Context: an optimization exercise on an open-source flow, tuned for small area and a short achievable clock period. The choices shown serve that exercise and are no tape-out recipe.
Only simulation tests tie the RTL to the original design; equivalence was not proved.
No activity file was given, so power comes from the tool's default toggle rates.

[design/flow/run.sh]
#!/bin/bash
# synth_recipe.tcl (not shown) runs the flow's synth.tcl, then flattens the netlist and writes it again
# the make line also repeats each setting of config.mk as NAME=value (left out here)
make -C /OpenROAD-flow-scripts/flow DESIGN_CONFIG=/design/flow/config.mk WORK_HOME=/design/flow/orfs CLKGATE_MAP_FILE= SYNTH_SCRIPT=/design/flow/synth_recipe.tcl finish
[design/flow/config.mk]
export PLATFORM = sky130hd
export DESIGN_NAME = microprocessor
export DESIGN_NICKNAME = microprocessor
export VERILOG_FILES = /design/flow/design.v
export SDC_FILE = /design/flow/constraint.sdc
export NUM_CORES = 4
export LEC_CHECK = 0
export CAP_MARGIN = 20
export CORE_MARGIN = 2
export CORE_UTILIZATION = 45
export CTS_CLUSTER_DIAMETER = 60
export CTS_CLUSTER_SIZE = 30
export SETUP_SLACK_MARGIN = 3.5
export SLEW_MARGIN = 20
export SYNTH_HIERARCHICAL = 1
[design/flow/design.v]
module g_inv(input a, output y); assign y = ~a; endmodule
module g_nand2(input a, b, output y); assign y = ~(a & b); endmodule
module g_nor2(input a, b, output y); assign y = ~(a | b); endmodule
module g_aoi21(input a1, a2, b1, output y); assign y = ~((a1 & a2) | b1); endmodule
module g_oai21(input a1, a2, b1, output y); assign y = ~((a1 | a2) & b1); endmodule
module g_mux2(input a0, a1, s, output y); assign y = s ? a1 : a0; endmodule
module g_majn(input a, b, c, output y); assign y = ~((a & b) | (a & c) | (b & c)); endmodule
module alu_bit(input a, b, q, input [4:0] sel, output gn, tn, x0, x1);
	wire p = a ^ b;
	wire l = (sel[1] & a & b) | (sel[2] & (a | b)) | (sel[3] & p) | (sel[4] & q);
	assign gn = ~(a & b);
	assign tn = ~(a | b);
	assign x0 = (sel[0] & p) | l;
	assign x1 = (sel[0] & ~p) | l;
endmodule
module alu(a, b, q, ci, sel_lo, sel_hi, out, co);
	input [15:0] a, b, q;
	input ci;
	input [4:0] sel_lo, sel_hi;
	output [15:0] out;
	output co;
	wire [15:0] gn, tn, x0, x1;
	wire g0n;
	wire g_1, g_2, t_3, g_4, t_5, g_6, t_7, g_8, t_9, g_10, t_11, g_12, t_13, g_14, t_15, n_16, g_17, g_18, n_19, g_20, n_21, t_22, g_23, t_24, n_25, g_26, n_27, t_28, g_29, t_30, n_31, g_32, n_33, t_34, g_35, t_36, g_37, n_38, g_39, g_40, g_41, g_42, t_43, n_44, g_45, n_46, t_47, g_48, t_49, g_50, t_51, n_52, g_53, g_54, g_55, g_56, g_57, g_58, g_59, g_60;
	genvar i;
	generate
		for (i = 0; i < 16; i = i + 1) begin : BIT
			alu_bit u_bit(.a(a[i]), .b(b[i]), .q(q[i]), .sel(i < 8 ? sel_lo : sel_hi),
				.gn(gn[i]), .tn(tn[i]), .x0(x0[i]), .x1(x1[i]));
		end
	endgenerate
	g_majn u_c0(.a(a[0]), .b(b[0]), .c(ci), .y(g0n));
	g_oai21 u_g_1(.a1(tn[1]), .a2(g0n), .b1(gn[1]), .y(g_1));
	g_oai21 u_g_2(.a1(tn[3]), .a2(gn[2]), .b1(gn[3]), .y(g_2));
	g_nor2 u_t_3(.a(tn[3]), .b(tn[2]), .y(t_3));
	g_oai21 u_g_4(.a1(tn[5]), .a2(gn[4]), .b1(gn[5]), .y(g_4));
	g_nor2 u_t_5(.a(tn[5]), .b(tn[4]), .y(t_5));
	g_oai21 u_g_6(.a1(tn[7]), .a2(gn[6]), .b1(gn[7]), .y(g_6));
	g_nor2 u_t_7(.a(tn[7]), .b(tn[6]), .y(t_7));
	g_oai21 u_g_8(.a1(tn[9]), .a2(gn[8]), .b1(gn[9]), .y(g_8));
	g_nor2 u_t_9(.a(tn[9]), .b(tn[8]), .y(t_9));
	g_oai21 u_g_10(.a1(tn[11]), .a2(gn[10]), .b1(gn[11]), .y(g_10));
	g_nor2 u_t_11(.a(tn[11]), .b(tn[10]), .y(t_11));
	g_oai21 u_g_12(.a1(tn[13]), .a2(gn[12]), .b1(gn[13]), .y(g_12));
	g_nor2 u_t_13(.a(tn[13]), .b(tn[12]), .y(t_13));
	g_oai21 u_g_14(.a1(tn[15]), .a2(gn[14]), .b1(gn[15]), .y(g_14));
	g_nor2 u_t_15(.a(tn[15]), .b(tn[14]), .y(t_15));
	g_inv u_n_16(.a(g_1), .y(n_16));
	g_oai21 u_g_17(.a1(tn[2]), .a2(n_16), .b1(gn[2]), .y(g_17));
	g_aoi21 u_g_18(.a1(t_3), .a2(g_1), .b1(g_2), .y(g_18));
	g_inv u_n_19(.a(g_4), .y(n_19));
	g_oai21 u_g_20(.a1(tn[6]), .a2(n_19), .b1(gn[6]), .y(g_20));
	g_inv u_n_21(.a(t_5), .y(n_21));
	g_nor2 u_t_22(.a(tn[6]), .b(n_21), .y(t_22));
	g_aoi21 u_g_23(.a1(t_7), .a2(g_4), .b1(g_6), .y(g_23));
	g_nand2 u_t_24(.a(t_7), .b(t_5), .y(t_24));
	g_inv u_n_25(.a(g_8), .y(n_25));
	g_oai21 u_g_26(.a1(tn[10]), .a2(n_25), .b1(gn[10]), .y(g_26));
	g_inv u_n_27(.a(t_9), .y(n_27));
	g_nor2 u_t_28(.a(tn[10]), .b(n_27), .y(t_28));
	g_aoi21 u_g_29(.a1(t_11), .a2(g_8), .b1(g_10), .y(g_29));
	g_nand2 u_t_30(.a(t_11), .b(t_9), .y(t_30));
	g_inv u_n_31(.a(g_12), .y(n_31));
	g_oai21 u_g_32(.a1(tn[14]), .a2(n_31), .b1(gn[14]), .y(g_32));
	g_inv u_n_33(.a(t_13), .y(n_33));
	g_nor2 u_t_34(.a(tn[14]), .b(n_33), .y(t_34));
	g_aoi21 u_g_35(.a1(t_15), .a2(g_12), .b1(g_14), .y(g_35));
	g_nand2 u_t_36(.a(t_15), .b(t_13), .y(t_36));
	g_oai21 u_g_37(.a1(tn[4]), .a2(g_18), .b1(gn[4]), .y(g_37));
	g_inv u_n_38(.a(g_18), .y(n_38));
	g_aoi21 u_g_39(.a1(t_5), .a2(n_38), .b1(g_4), .y(g_39));
	g_aoi21 u_g_40(.a1(t_22), .a2(n_38), .b1(g_20), .y(g_40));
	g_oai21 u_g_41(.a1(t_24), .a2(g_18), .b1(g_23), .y(g_41));
	g_oai21 u_g_42(.a1(tn[12]), .a2(g_29), .b1(gn[12]), .y(g_42));
	g_nor2 u_t_43(.a(tn[12]), .b(t_30), .y(t_43));
	g_inv u_n_44(.a(g_29), .y(n_44));
	g_aoi21 u_g_45(.a1(t_13), .a2(n_44), .b1(g_12), .y(g_45));
	g_inv u_n_46(.a(t_30), .y(n_46));
	g_nand2 u_t_47(.a(t_13), .b(n_46), .y(t_47));
	g_aoi21 u_g_48(.a1(t_34), .a2(n_44), .b1(g_32), .y(g_48));
	g_nand2 u_t_49(.a(t_34), .b(n_46), .y(t_49));
	g_oai21 u_g_50(.a1(t_36), .a2(g_29), .b1(g_35), .y(g_50));
	g_nor2 u_t_51(.a(t_36), .b(t_30), .y(t_51));
	g_inv u_n_52(.a(g_41), .y(n_52));
	g_oai21 u_g_53(.a1(tn[8]), .a2(n_52), .b1(gn[8]), .y(g_53));
	g_aoi21 u_g_54(.a1(t_9), .a2(g_41), .b1(g_8), .y(g_54));
	g_aoi21 u_g_55(.a1(t_28), .a2(g_41), .b1(g_26), .y(g_55));
	g_oai21 u_g_56(.a1(t_30), .a2(n_52), .b1(g_29), .y(g_56));
	g_aoi21 u_g_57(.a1(t_43), .a2(g_41), .b1(g_42), .y(g_57));
	g_oai21 u_g_58(.a1(t_47), .a2(n_52), .b1(g_45), .y(g_58));
	g_oai21 u_g_59(.a1(t_49), .a2(n_52), .b1(g_48), .y(g_59));
	g_aoi21 u_g_60(.a1(t_51), .a2(g_41), .b1(g_50), .y(g_60));
	g_mux2 u_o0(.a0(x0[0]), .a1(x1[0]), .s(ci), .y(out[0]));
	g_mux2 u_o1(.a0(x1[1]), .a1(x0[1]), .s(g0n), .y(out[1]));
	g_mux2 u_o2(.a0(x0[2]), .a1(x1[2]), .s(g_1), .y(out[2]));
	g_mux2 u_o3(.a0(x0[3]), .a1(x1[3]), .s(g_17), .y(out[3]));
	g_mux2 u_o4(.a0(x1[4]), .a1(x0[4]), .s(g_18), .y(out[4]));
	g_mux2 u_o5(.a0(x0[5]), .a1(x1[5]), .s(g_37), .y(out[5]));
	g_mux2 u_o6(.a0(x1[6]), .a1(x0[6]), .s(g_39), .y(out[6]));
	g_mux2 u_o7(.a0(x1[7]), .a1(x0[7]), .s(g_40), .y(out[7]));
	g_mux2 u_o8(.a0(x0[8]), .a1(x1[8]), .s(g_41), .y(out[8]));
	g_mux2 u_o9(.a0(x0[9]), .a1(x1[9]), .s(g_53), .y(out[9]));
	g_mux2 u_o10(.a0(x1[10]), .a1(x0[10]), .s(g_54), .y(out[10]));
	g_mux2 u_o11(.a0(x1[11]), .a1(x0[11]), .s(g_55), .y(out[11]));
	g_mux2 u_o12(.a0(x0[12]), .a1(x1[12]), .s(g_56), .y(out[12]));
	g_mux2 u_o13(.a0(x1[13]), .a1(x0[13]), .s(g_57), .y(out[13]));
	g_mux2 u_o14(.a0(x0[14]), .a1(x1[14]), .s(g_58), .y(out[14]));
	g_mux2 u_o15(.a0(x0[15]), .a1(x1[15]), .s(g_59), .y(out[15]));
	assign co = ~g_60;
endmodule
module microprocessor(clk, rst, outputPorts, inputPorts, imem_addr, imem_data, dmem_addr, dmem_we, dmem_wdata, dmem_rdata);
	input clk;
	input rst;
	input [1:0] inputPorts;
	output reg [7:0] outputPorts;
	output [7:0] imem_addr;
	input [31:0] imem_data;
	output [7:0] dmem_addr;
	output dmem_we;
	output [31:0] dmem_wdata;
	input [31:0] dmem_rdata;
	reg [7:0] pc, pc_a;
	assign imem_addr = pc;
	wire [4:0] f_rs = imem_data[25:21];
	wire [4:0] f_rt = imem_data[20:16];
	wire [11:0] f_rs_dec = {4'b0001 << f_rs[4:3], 8'b00000001 << f_rs[2:0]};
	wire [11:0] f_rt_dec = {4'b0001 << f_rt[4:3], 8'b00000001 << f_rt[2:0]};
	reg [5:0] d_op;             
	reg [15:0] d_ir;            
	reg [4:0] d_rt;
	reg [11:0] d_rs_dec, d_rt_dec;
	reg d_jump;                 
	reg [7:0] d_jt;             
	wire [5:0] d_fn = d_ir[5:0];
	wire [4:0] d_rd = d_ir[15:11];
	reg d_wr, d_load, d_store, d_branch, d_imm, d_sub;
	reg [3:0] d_res;            
	always @(*) begin
		d_wr = 1'b0; d_load = 1'b0; d_store = 1'b0; d_branch = 1'b0;
		d_imm = 1'b0; d_sub = 1'b0; d_res = 4'b0001;
		case (d_op)
			6'b000000: case (d_fn)
				6'b100000: d_wr = 1'b1;
				6'b100010: begin d_wr = 1'b1; d_sub = 1'b1; end
				6'b100100: begin d_wr = 1'b1; d_res = 4'b0010; end
				6'b100101: begin d_wr = 1'b1; d_res = 4'b0100; end
				6'b100110: begin d_wr = 1'b1; d_res = 4'b1000; end
				default: ;
			endcase
			6'b100011: begin d_wr = 1'b1; d_imm = 1'b1; d_load = 1'b1; end
			6'b101011: begin d_imm = 1'b1; d_store = 1'b1; end
			6'b000100: d_branch = 1'b1;
			6'b001111, 6'b001000: begin d_wr = 1'b1; d_imm = 1'b1; end
			6'b001100: begin d_wr = 1'b1; d_imm = 1'b1; d_res = 4'b0010; end
			6'b001101: begin d_wr = 1'b1; d_imm = 1'b1; d_res = 4'b0100; end
			6'b001110: begin d_wr = 1'b1; d_imm = 1'b1; d_res = 4'b1000; end
			default: ;
		endcase
	end
	wire [4:0] d_dest = (d_op == 6'b000000) ? d_rd : d_rt;
	wire [31:0] rf [1:31];
	reg [31:0] d_a, d_b;
	integer k;
	always @(*) begin
		d_a = 32'd0;
		d_b = 32'd0;
		for (k = 1; k < 32; k = k + 1) begin
			d_a = d_a | ({32{d_rs_dec[8 + k / 8] & d_rs_dec[k % 8]}} & rf[k]);
			d_b = d_b | ({32{d_rt_dec[8 + k / 8] & d_rt_dec[k % 8]}} & rf[k]);
		end
	end
	reg [31:0] e_a, e_b;
	reg [15:0] e_i;
	reg [7:0] e_tgt;
	reg [4:0] e_dest;
	reg [3:0] e_res;
	reg e_wr, e_load, e_store, e_branch, e_imm, e_sub;
	wire [31:0] e_bop = (e_imm ? {{16{e_i[15]}}, e_i} : e_b) ^ {32{e_sub}};
	wire [4:0] e_sel_mid = e_store ? 5'b10000 : {1'b0, e_res};
	wire [15:0] e_lo;
	wire e_c16;
	alu e_alu(.a(e_a[15:0]), .b(e_bop[15:0]), .q(e_b[15:0]), .ci(e_sub),
		.sel_lo({1'b0, e_res}), .sel_hi(e_sel_mid), .out(e_lo), .co(e_c16));
	wire e_eq = (e_a == e_b);
	wire e_io = (e_lo[7:3] == 5'd0) | (e_lo[7:1] == 7'b0000100);
	reg [15:0] m_lo;            
	reg [15:0] m_a, m_b;        
	reg m_c16;
	reg [4:0] m_sel;
	reg [7:0] m_sd;             
	reg [4:0] m_dest;
	reg [7:0] m_tgt;
	reg m_wr, m_load, m_store, m_we, m_taken;
	wire [7:0] m_addr = m_lo[7:0];
	assign dmem_addr = m_addr;
	assign dmem_we = m_we;
	assign dmem_wdata = {m_b, m_lo[15:8], m_sd};
	wire [15:0] m_hi;
	alu m_alu(.a(m_a), .b(m_b), .q(m_b), .ci(m_c16), .sel_lo(m_sel), .sel_hi(m_sel), .out(m_hi), .co());
	wire m_in = (m_addr[7:1] == 7'b0000100);
	wire [31:0] m_ld = m_in ? {31'd0, inputPorts[m_addr[0]]} : dmem_rdata;
	wire [11:0] m_dest_dec = {(4'b0001 << m_dest[4:3]) & {4{m_wr}}, 8'b00000001 << m_dest[2:0]};
	reg [31:0] w_data;
	reg [3:0] w_hi;             
	reg [7:0] w_lo;
	always @(posedge clk) begin
		if (rst) begin
			pc <= 8'd0; pc_a <= 8'd0;
			d_op <= 6'h3f;     
			d_jump <= 1'b0;
			e_wr <= 1'b0; e_store <= 1'b0; e_branch <= 1'b0;
			m_wr <= 1'b0; m_we <= 1'b0; m_store <= 1'b0; m_taken <= 1'b0;
			w_hi <= 4'd0;
			outputPorts <= 8'd0;
		end else begin
			pc <= m_taken ? m_tgt : (d_jump ? d_jt : pc + 8'd1);
			pc_a <= pc;
			d_op <= imem_data[31:26];
			d_jump <= (imem_data[31:26] == 6'b000010);
			e_wr <= d_wr; e_store <= d_store; e_branch <= d_branch;
			m_wr <= e_wr; m_store <= e_store; m_taken <= e_branch & e_eq;
			m_we <= e_store & ~e_io;
			w_hi <= m_dest_dec[11:8];
			if (m_store && m_addr[7:3] == 5'd0) outputPorts[m_addr[2:0]] <= m_sd[0];
		end
	end
	always @(posedge clk) begin
		d_ir <= imem_data[15:0];
		d_jt <= pc_a + imem_data[7:0];
		d_rt <= f_rt;
		d_rs_dec <= f_rs_dec;
		d_rt_dec <= f_rt_dec;
		e_a <= d_a; e_b <= d_b; e_i <= d_ir; e_dest <= d_dest;
		e_tgt <= pc_a + d_ir[7:0];
		e_load <= d_load; e_imm <= d_imm; e_sub <= d_sub; e_res <= d_res;
		m_lo <= e_lo; m_c16 <= e_c16; m_a <= e_a[31:16];
		m_b <= e_store ? e_b[31:16] : e_bop[31:16];
		m_sel <= e_sel_mid;
		m_sd <= e_b[7:0]; m_dest <= e_dest; m_load <= e_load;
		m_tgt <= e_tgt;
		w_data <= m_load ? m_ld : {m_hi, m_lo};
		w_lo <= m_dest_dec[7:0];
	end
	genvar g;
	generate
		for (g = 1; g < 32; g = g + 1) begin : RF_WRITE
			reg [31:0] r;
			always @(posedge clk)
				if (w_hi[g / 8] & w_lo[g % 8]) r <= w_data;
			assign rf[g] = r;
		end
	endgenerate
endmodule
[design/flow/constraint.sdc]
create_clock -name core_clock -period 6.0 [get_ports {clk}]
set_input_delay 1.2000 -clock core_clock [delete_from_list [all_inputs] [get_ports {clk}]]
set_output_delay 1.2000 -clock core_clock [all_outputs]
set_load 0.01 [all_outputs]
==> flow_summary_export.csv <==
group,metric,value,unit
run_status,status,"no timing/DRC/antenna violations",
place,gp_congestion,0.884,
critical_path,cp_num_cells,5,
clock_tree,holdBufCountCts,0,
critical_path,crit_required,6.60,ns
synthesis,synthesis.area,55200,um^2
detailed_routing,vias_per_cell,7.08,
timing,max_slew_margin,24.3,%
critical_path,endpoint,"e_a[5]",
synthesis,ys_warn_count,7,
detailed_routing,ant_nets,0,
critical_path,cpPeakStageDelay,0.85,ns
detailed_routing,dr_total_vias,43100,
critical_path,path_max_fanout,37,
pwr,power,21.9,mW
clock_tree,numCtsBuffers,99,
pwr,power_frac_comb,10.3,%
clock_tree,clk_latency,0.75,ns
critical_path,cp_cell_sequence,"buf_4, a22oi_1, a31oi_1, nor3_1, nand2_1",
global_routing,grtUsageTotal,34.2,%
synthesis,postSynthAreaPerCell,12.9,um^2
die,placementRows,128,
die,die_area,125000,um^2
timing,rsz0062_at_grt,"yes",
critical_path,critPathArrivalTime,3.18,ns
detailed_routing,dr.pass1.iters,10,
pwr,switchingPower,6.49,mW
layout,nFillCells,10400,
critical_path,worstReg2RegStart,"d_rs_dec[6]",
layout,finalNetCount,4521,
place,place_area,58300,um^2
timing,final_hold_viol_count,0,
timing,setup_viol,0,
pwr,clkPwrFrac,33.8,%
critical_path,critPathCaptureType,"flop",
detailed_routing,drc,0,
timing,fmax,387,MHz
clock_tree,clock-sinks,1303,
die,die_y,354,um
global_routing,grt.overflow.total,0,
timing,slew_viol_final,0,
pwr,irDropWorstVdd,383,uV
detailed_routing,routed_wl,224000,um
pwr,p_leak,20.7,nW
critical_path,cp-startpoint,"d_rs_dec[6]",
synthesis,synth_cells,4293,
clock_tree,clkTransAtPathRegs,0.09,ns
critical_path,crit_family,"flip-flops",
pwr,power_frac_seq,55.8,%
critical_path,r2r_setup_slack,3.42,ns
timing,fin_tns_setup,0,ns
layout,final_area,62600,um^2
die,initial_core_util,45.3,%
critical_path,setup.worst_path.start_class,"flop",
clock_tree,cts_max_path_buffers,3,
layout,instances_no_fill,6087,
die,ios,125,
pwr,p_int,15.4,mW
critical_path,path_class,"reg -> reg",
min_path,min_path_type,"reg -> reg",
global_routing,grt_pass1_wl,307000,um
timing,layout_min_cycle_time,2.58,ns
critical_path,r2r_end,"e_a[5]",
timing,finalCritPeriodShare,43.0,%
clock_tree,cts_tree,"built",
die,die_x,354,um
detailed_routing,drt_iter0_markers,8608,
layout,area_growth_syn_to_layout,13.4,%
pwr,power_density,350,nW/um^2
critical_path,r2r_cells,5,
place,dp_cells,5853,
place,port_buffers,124,
timing,whs,0.326,ns
global_routing,grt_max_degree,78,
detailed_routing,wl_per_cell,36.8,um
timing,tightest_slew,1.14,ns
timing,fin_skew,0.0471,ns
clock_tree,h-tree-depth,3,
die,core,122000,um^2
layout,drive_gt1_share,14.1,%
clock_tree,cts-root-buf,"clkbuf_16",
critical_path,slowest_stage,"dfxtp_4",
pwr,p_sw_share,29.6,%
critical_path,path_buf_inv,1,
global_routing,grt_pass1_vias,40900,
job,cap_viol_max_count,0,
place,dp_hpwl,121000,um
global_routing,antenna_found_initial,3,
final cells by class:
| cell class | instances | area [um^2] | share of cell area, % |
|---|---|---|---|
| Clock inverter | 77 | 1050 | 1.67 |
| Tap cell | 1625 | 2030 | 3.25 |
| Multi-Input combinational cell | 2472 | 17400 | 27.8 |
| Inverter | 226 | 873 | 1.40 |
| Timing Repair Buffer | 270 | 2350 | 3.75 |
| Antenna cell | 3 | 7.51 | 0.0120 |
| Clock buffer | 111 | 2620 | 4.19 |
| Sequential cell | 1303 | 36200 | 57.9 |
how the worst min path moves through the flow:
stage,end,slack (ns),cells after the start,start
floorplan,e_i[10],0.31,0,d_ir[10]
global placement,m_tgt[7],0.31,0,e_tgt[7]
detailed placement,m_tgt[4],0.31,0,e_tgt[4]
CTS,e_i[9],0.33,0,d_ir[9]
global route,e_i[9],0.33,0,d_ir[9]
finish,e_i[8],0.33,0,d_ir[8]
cells in the final DEF, fill, tap and decap left out, types with 54 or more instances in the layout:
cell type and instances:
inv_1 207, clkbuf_16 105, clkdlybuf4s50_1 67, o22ai_1 98
nand2_1 181, a21oi_1 162, dfxtp_1 218, a22oi_1 733
edfxtp_1 992, a222oi_1 142, a22o_1 71, o21ai_0 54
nand3_1 230, buf_4 120, ha_1 75, nor2_1 80
sequential cells by signal, indices dropped and copies added, names as in the netlist, 5 cells and up:
register,flops
RF_WRITE.r,992
e_a,32
e_b,32
w_data,32
d_ir,16
e_i,16
m_a,16
m_b,16
m_lo,16
d_rs_dec,12
d_rt_dec,12
d_jt,8
e_tgt,8
m_sd,8
m_tgt,8
outputPorts,8
pc,8
pc_a,8
w_lo,8
d_op,6
d_rt,5
e_dest,5
m_dest,5
m_sel,5
what timing repair did:
item / 4_1_cts / 5_1_grt
gates cloned: 1 / 2
gates resized for setup: 316 / 45
endpoints found under the setup margin: 108 / 43
pin swaps: 16 / 11
setup buffers: 31 / 9
endpoints found under the hold margin: 0 / 0
stage by stage:
step                      util, %  setup slack (ns)
after global routing         51.4              3.26
after detailed placement     47.9              2.86
after floorplan                 -              3.51
final                        51.4              3.42
after global placement       47.9              2.82
after CTS                    51.2              3.35
metal layers:
metal | up-vias | GRT usage (%) | wire (um)
met5 | - | 0.981 | 185
met4 | 4 | 17.7 | 13800
met3 | 774 | 10.8 | 35400
met2 | 3947 | 51.4 | 96500
met1 | 21100 | 44.4 | 78000
li1 | 17300 | - | -
power by group through the flow:
stage	clock network, mW	registers (mW)	logic (mW)
CTS	7.44	12.1	2.14
global placement	0	12.3	2.06
global route	7.77	12.3	2.40
floorplan	0	11.7	1.34
detailed placement	0	12.3	2.09
finish	7.41	12.2	2.26

==> re-timing with driven ports <==
How much do the figures lean on ideal ports? The routed layout below was timed once more, with nothing changed but the port constraints.
Step 1 (the two cells are an assumption about what drives the block):
set clk [get_ports {clk}]
set_driving_cell -lib_cell sky130_fd_sc_hd__clkbuf_16 $clk
set_driving_cell -lib_cell sky130_fd_sc_hd__buf_2 [delete_from_list [all_inputs] $clk]
Step 2, shift: input delay + t, output delay - t, t = (earliest + latest rising clock arrival at the registers) / 2. This alone moves slack from input paths to output paths.
a / b / c = ideal / step 1 / step 2; a / b = the first two.
t, ns: 0.797
setup slack, ns: 3.418 / 3.418 / 2.910
slew at the worst register clock pin (ns): 0.11 / 0.11
After both steps this run still meets setup and hold. The setup slack of this run moves by 0.000 ns with the drivers and by -0.508 ns with both steps.
